Context: an optimization exercise on an open-source flow, tuned for a short achievable clock period and few clock cycles. The choices shown serve that exercise and are no tape-out recipe. Where RTL was checked, it was by simulation tests only, not by an equivalence proof against the original. Power figures rest on the tool's default switching activity, not on a simulated workload.

## cpu
module cpu(input clk, input rst_n, input [7:0] start_pc, input [15:0] ram_r_data,
           output waiting, output [15:0] out, output [15:0] ram_w_data, output N, output V, output Z, output [7:0] ram_addr, output ram_w_en);
  localparam K = 6;                
  reg [15:0] rf [0:7];
  reg [7:0]  addr_q, pc_q;
  reg        wen_q;
  reg [15:0] wdata_q;
  reg        fetch_q;              
  reg        arr_q;                
  reg [15:0] bq [0:K-1];           
  reg [K-1:0] bv;                  
  reg [15:0] ir;
  reg        ir_v;
  reg        d_movi, d_ldr, d_str, d_halt, d_wr, d_add, d_out, d_cmp, d_and, d_notb;
  reg [2:0]  d_dest;
  reg [7:0]  d_rn_oh, d_rm_oh, d_rd_oh;
  reg [6:0]  d_bsel;               
  reg [2:0]  f_ex, f_wb, f_ld, f_rf;   
  reg        stall_q;
  reg        cons_q;               
  reg [15:0] a_q, b_q;
  reg        ex_add, ex_and, ex_notb;    
  reg        ex_wr, ex_out, ex_cmp, ex_ldr, ex_str;
  reg [2:0]  ex_dest;
  reg [7:0]  ex_imm;
  reg [7:0]  wb_lo, wb_h0, wb_h1;
  reg        wb_c;
  reg [15:0] wb_l;
  ...
Settings: LEC_CHECK=0, ABC_CLOCK_PERIOD_IN_PS=2000, CAP_MARGIN=20, CORE_MARGIN=2, CORE_UTILIZATION=40, PLACE_DENSITY=0.6, SETUP_SLACK_MARGIN=3.4, SLEW_MARGIN=20; clock period 5.5 ns.
run.sh (not shown) runs the stock make flow with config.mk's settings and CLKGATE_MAP_FILE= SYNTH_SCRIPT=/design/flow/synth_recipe.tcl, a recipe that flattens the netlist after the stock synthesis.
The baseline produced a clean layout.
Testbench counts at the start, summed over its fixed seeds: cycles 13,816.
Edit:
--- a/flow/design.v
+++ b/flow/design.v
@@ -137,21 +137,28 @@
   wire r_movi, r_ldr, r_str, r_halt, r_ra, r_rbu, r_rcu, r_wr, r_add, r_and, r_notb, r_cmp, r_out;
   wire [2:0] r_dest; wire [7:0] r_rn, r_rm, r_rd; wire [6:0] r_bs;
   wire [2:0] r_x, r_w, r_l;
   idecoder DR(ram_r_data, d_dest, ex_dest, wb_dest, r_movi, r_ldr, r_str, r_halt, r_ra, r_rbu, r_rcu,
               r_wr, r_add, r_and, r_notb, r_cmp, r_out, r_dest, r_rn, r_rm, r_rd, r_bs,
               r_x, r_w, r_l);
-  wire [2:0] i_fw = {3{cw}} & i_w, i_fl = {3{cl}} & i_l;
-  wire [2:0] i_use = {i_ra, i_rbu, i_rcu};
-  wire i_st = ex_ldr & |(i_use & i_fw);
-  wire [2:0] h_fx = {3{cx}} & h_x, h_fw = {3{cw}} & h_w, h_fl = {3{cl}} & h_l;
-  wire [2:0] h_use = {h_ra, h_rbu, h_rcu};
-  wire h_st = (d_add & |(h_use & h_fx)) | (ex_ldr & |(h_use & h_fw));
-  wire [2:0] r_fx = {3{cx}} & r_x, r_fw = {3{cw}} & r_w, r_fl = {3{cl}} & r_l;
-  wire [2:0] r_use = {r_ra, r_rbu, r_rcu};
-  wire r_st = (d_add & |(r_use & r_fx)) | (ex_ldr & |(r_use & r_fw));
+  wire [7:0] mx = cx ? (8'b1 << d_dest) : 8'h00;       
+  wire [7:0] mw = cw ? (8'b1 << ex_dest) : 8'h00;      
+  wire [7:0] ml = cl ? (8'b1 << wb_dest) : 8'h00;      
+  wire [7:0] ms = (d_add ? mx : 8'h00) | (ex_ldr ? mw : 8'h00);   
+  wire [7:0] mi = ex_ldr ? mw : 8'h00;                  
+  wire [2:0] i_fw = {|(i_rn & mw), |(i_rm & mw), |(i_rd & mw)};
+  wire [2:0] i_fl = {|(i_rn & ml), |(i_rm & ml), |(i_rd & ml)};
+  wire i_st = (i_ra & |(i_rn & mi)) | (i_rbu & |(i_rm & mi)) | (i_rcu & |(i_rd & mi));
+  wire [2:0] h_fx = {|(h_rn & mx), |(h_rm & mx), |(h_rd & mx)};
+  wire [2:0] h_fw = {|(h_rn & mw), |(h_rm & mw), |(h_rd & mw)};
+  wire [2:0] h_fl = {|(h_rn & ml), |(h_rm & ml), |(h_rd & ml)};
+  wire h_st = (h_ra & |(h_rn & ms)) | (h_rbu & |(h_rm & ms)) | (h_rcu & |(h_rd & ms));
+  wire [2:0] r_fx = {|(r_rn & mx), |(r_rm & mx), |(r_rd & mx)};
+  wire [2:0] r_fw = {|(r_rn & mw), |(r_rm & mw), |(r_rd & mw)};
+  wire [2:0] r_fl = {|(r_rn & ml), |(r_rm & ml), |(r_rd & ml)};
+  wire r_st = (r_ra & |(r_rn & ms)) | (r_rbu & |(r_rm & ms)) | (r_rcu & |(r_rd & ms));
   wire nx_v = ~take | bv[0] | arr_q;
   always @(posedge clk) begin
     if (take) ir <= from_b ? bq[0] : ram_r_data;
     if (!take) begin
       d_movi <= i_movi; d_ldr <= i_ldr; d_str <= i_str; d_halt <= i_halt;
       d_wr <= i_wr; d_add <= i_add; d_and <= i_and; d_notb <= i_notb;
What happened:
- die area rose by about 3.5%
- utilization rose by 0.36 points
- setup slack loses 0.013 ns
- cell count grows by 7.2%
- wire length rises by 11%
- sequential power goes down by about 1%
- register-to-register slack improved by 0.06 ns
- power goes up by about 1.6%
- combinational power falls by about 14%
- cell area is higher by about 5%
- global-route usage came out higher by 1.1 points
Only the layout flow was run in the second run of this note; the RTL was not checked for function there.


cpu, a different RTL version from the one above (not shown whole).
For scale: ~71 I/O pins, roughly 22000 sq um of cells after synthesis.
Settings: LEC_CHECK=0, ABC_CLOCK_PERIOD_IN_PS=2000, CAP_MARGIN=20, CORE_MARGIN=2, CORE_UTILIZATION=40, PLACE_DENSITY=0.6, SETUP_SLACK_MARGIN=3.4, SLEW_MARGIN=20; clock period 5.5 ns.
The first run produced a clean layout.
Next try:
--- a/flow/design.v
+++ b/flow/design.v
@@ -119,69 +119,52 @@
   wire i_rnx, i_rbx, i_rnw, i_rbw, i_rnl, i_rbl;
   idecoder DI(ir, d_dest, ex_dest, wb_dest, i_movi, i_ldr, i_str, i_halt, i_ra, i_rbu, i_wr, i_add,
               i_and, i_notb, i_cmp, i_out, i_dest, i_rn, i_rb, i_sh, i_rnx, i_rbx, i_rnw, i_rbw, i_rnl, i_rbl);
   wire h_movi, h_ldr, h_str, h_halt, h_ra, h_rbu, h_wr, h_add, h_and, h_notb, h_cmp, h_out;
   wire [2:0] h_dest; wire [7:0] h_rn, h_rb; wire [1:0] h_sh;
   wire h_rnx, h_rbx, h_rnw, h_rbw, h_rnl, h_rbl;
   idecoder DH(bq[0], d_dest, ex_dest, wb_dest, h_movi, h_ldr, h_str, h_halt, h_ra, h_rbu, h_wr, h_add,
               h_and, h_notb, h_cmp, h_out, h_dest, h_rn, h_rb, h_sh, h_rnx, h_rbx, h_rnw, h_rbw, h_rnl, h_rbl);
-  wire r_movi, r_ldr, r_str, r_halt, r_ra, r_rbu, r_wr, r_add, r_and, r_notb, r_cmp, r_out;
-  wire [2:0] r_dest; wire [7:0] r_rn, r_rb; wire [1:0] r_sh;
-  wire r_rnx, r_rbx, r_rnw, r_rbw, r_rnl, r_rbl;
-  idecoder DR(ram_r_data, d_dest, ex_dest, wb_dest, r_movi, r_ldr, r_str, r_halt, r_ra, r_rbu, r_wr, r_add,
-              r_and, r_notb, r_cmp, r_out, r_dest, r_rn, r_rb, r_sh, r_rnx, r_rbx, r_rnw, r_rbw, r_rnl, r_rbl);
   wire i_aw = cw & i_rnw, i_bw = cw & i_rbw, i_al = cl & i_rnl, i_bl = cl & i_rbl;
   wire i_st = ex_ldr & ((i_ra & i_aw) | (i_rbu & i_bw));
   wire h_ax = cx & h_rnx, h_bx = cx & h_rbx, h_aw = cw & h_rnw, h_bw = cw & h_rbw;
   wire h_al = cl & h_rnl, h_bl = cl & h_rbl;
   wire h_st = (d_add & ((h_ra & h_ax) | (h_rbu & h_bx))) |
               (ex_ldr & ((h_ra & h_aw) | (h_rbu & h_bw)));
-  wire r_ax = cx & r_rnx, r_bx = cx & r_rbx, r_aw = cw & r_rnw, r_bw = cw & r_rbw;
-  wire r_al = cl & r_rnl, r_bl = cl & r_rbl;
-  wire r_st = (d_add & ((r_ra & r_ax) | (r_rbu & r_bx))) |
-              (ex_ldr & ((r_ra & r_aw) | (r_rbu & r_bw)));
-  wire nx_v = ~take | bv[0] | arr_q;
-  always @(posedge clk) begin
-    if (take) ir <= from_b ? bq[0] : ram_r_data;
+  wire nx_v = ~take | bv[0];
+  always @(posedge clk) begin
+    if (take) ir <= bq[0];
     if (!take) begin
       d_movi <= i_movi; d_ldr <= i_ldr; d_str <= i_str; d_halt <= i_halt;
       d_wr <= i_wr; d_add <= i_add; d_and <= i_and; d_notb <= i_notb;
       d_cmp <= i_cmp; d_out <= i_out; d_dest <= i_dest;
       d_rn_oh <= i_rn; d_rb_oh <= i_rb; d_sh <= i_sh;
       fa_ex <= 1'b0; fb_ex <= 1'b0; fa_wb <= i_aw; fb_wb <= i_bw;
       fa_ld <= i_al & ~i_aw; fb_ld <= i_bl & ~i_bw;
-    end else if (from_b) begin
+    end else begin
       d_movi <= h_movi; d_ldr <= h_ldr; d_str <= h_str; d_halt <= h_halt;
       d_wr <= h_wr; d_add <= h_add; d_and <= h_and; d_notb <= h_notb;
       d_cmp <= h_cmp; d_out <= h_out; d_dest <= h_dest;
       d_rn_oh <= h_rn; d_rb_oh <= h_rb; d_sh <= h_sh;
       fa_ex <= h_ax; fb_ex <= h_bx; fa_wb <= h_aw & ~h_ax; fb_wb <= h_bw & ~h_bx;
       fa_ld <= h_al & ~h_aw & ~h_ax; fb_ld <= h_bl & ~h_bw & ~h_bx;
-    end else begin
-      d_movi <= r_movi; d_ldr <= r_ldr; d_str <= r_str; d_halt <= r_halt;
-      d_wr <= r_wr; d_add <= r_add; d_and <= r_and; d_notb <= r_notb;
-      d_cmp <= r_cmp; d_out <= r_out; d_dest <= r_dest;
-      d_rn_oh <= r_rn; d_rb_oh <= r_rb; d_sh <= r_sh;
-      fa_ex <= r_ax; fb_ex <= r_bx; fa_wb <= r_aw & ~r_ax; fb_wb <= r_bw & ~r_bx;
-      fa_ld <= r_al & ~r_aw & ~r_ax; fb_ld <= r_bl & ~r_bw & ~r_bx;
     end
     if (!rst_n) begin
       ir_v    <= 1'b0;
       stall_q <= 1'b0;
       cons_q  <= 1'b0;
     end else begin
       ir_v    <= nx_v;
-      stall_q <= ~take ? i_st : from_b ? h_st : r_st;
-      cons_q  <= ~take ? (~i_halt & ~i_st) :
-                 from_b ? (~h_halt & ~h_st) : (arr_q & ~r_halt & ~r_st);
+      stall_q <= ~take ? i_st : h_st;
+      cons_q  <= ~take ? (~i_halt & ~i_st) : (from_b & ~h_halt & ~h_st);
     end
   end
   wire pop  = from_b;
-  wire push = arr_q & ~(take & ~bv[0]);
+  wire push = arr_q;
   reg [15:0] sh_q [0:K-1];
   reg [K-1:0] sh_v;
   integer f;
   always @(*) begin
     for (f = 0; f < K; f = f + 1) begin
       sh_q[f] = (pop && f < K - 1) ? bq[(f < K - 1) ? f + 1 : f] : bq[f];
       sh_v[f] = pop ? ((f < K - 1) ? bv[(f < K - 1) ? f + 1 : f] : 1'b0) : bv[f];
     end
Final area shrinks by about 5%.
Total power shrinks by about 5.6%.
Via count shrinks by about 12%.
Die area shrinks by about 3.7%.
Combinational power shrinks by 15%.
Setup slack improves by 0.23 ns.
Testbench counts after the change, summed over its fixed seeds: cycles 13,981.
The RTL of the first run of this note was laid out without a check of its function.

-- port drivers added, routing unchanged --
The results above use ideal ports. As a check the final layouts listed here were re-extracted and re-timed, cells and wires unchanged.
Step 1, drivers: a clkbuf_16 drives clk and a buf_2 each remaining input, both assumed.
Step 2 also shifts input and output timing later by t, the mid clock arrival at the registers, as if the neighbouring blocks saw the same clock.
Three values: ideal, step 1, step 2; two values: the first two.
run | t (ns) | setup WS [ns] | cell pins on the clock port's net
the first run of note 1 | 0.669 | 3.331 / 3.293 / 2.778 | 1
the second run of note 1 | 0.692 | 3.319 / 3.250 / 2.748 | 1
the first run of note 2 | 0.644 | 3.053 / 3.089 / 2.445 | 1
the second run of note 2 | 0.647 | 3.283 / 3.224 / 2.818 | 1
After both steps every run listed still meets setup and hold. For the first run of note 2, which loses most, drivers alone change the setup slack by +0.036 ns; drivers and shift together by -0.608 ns.
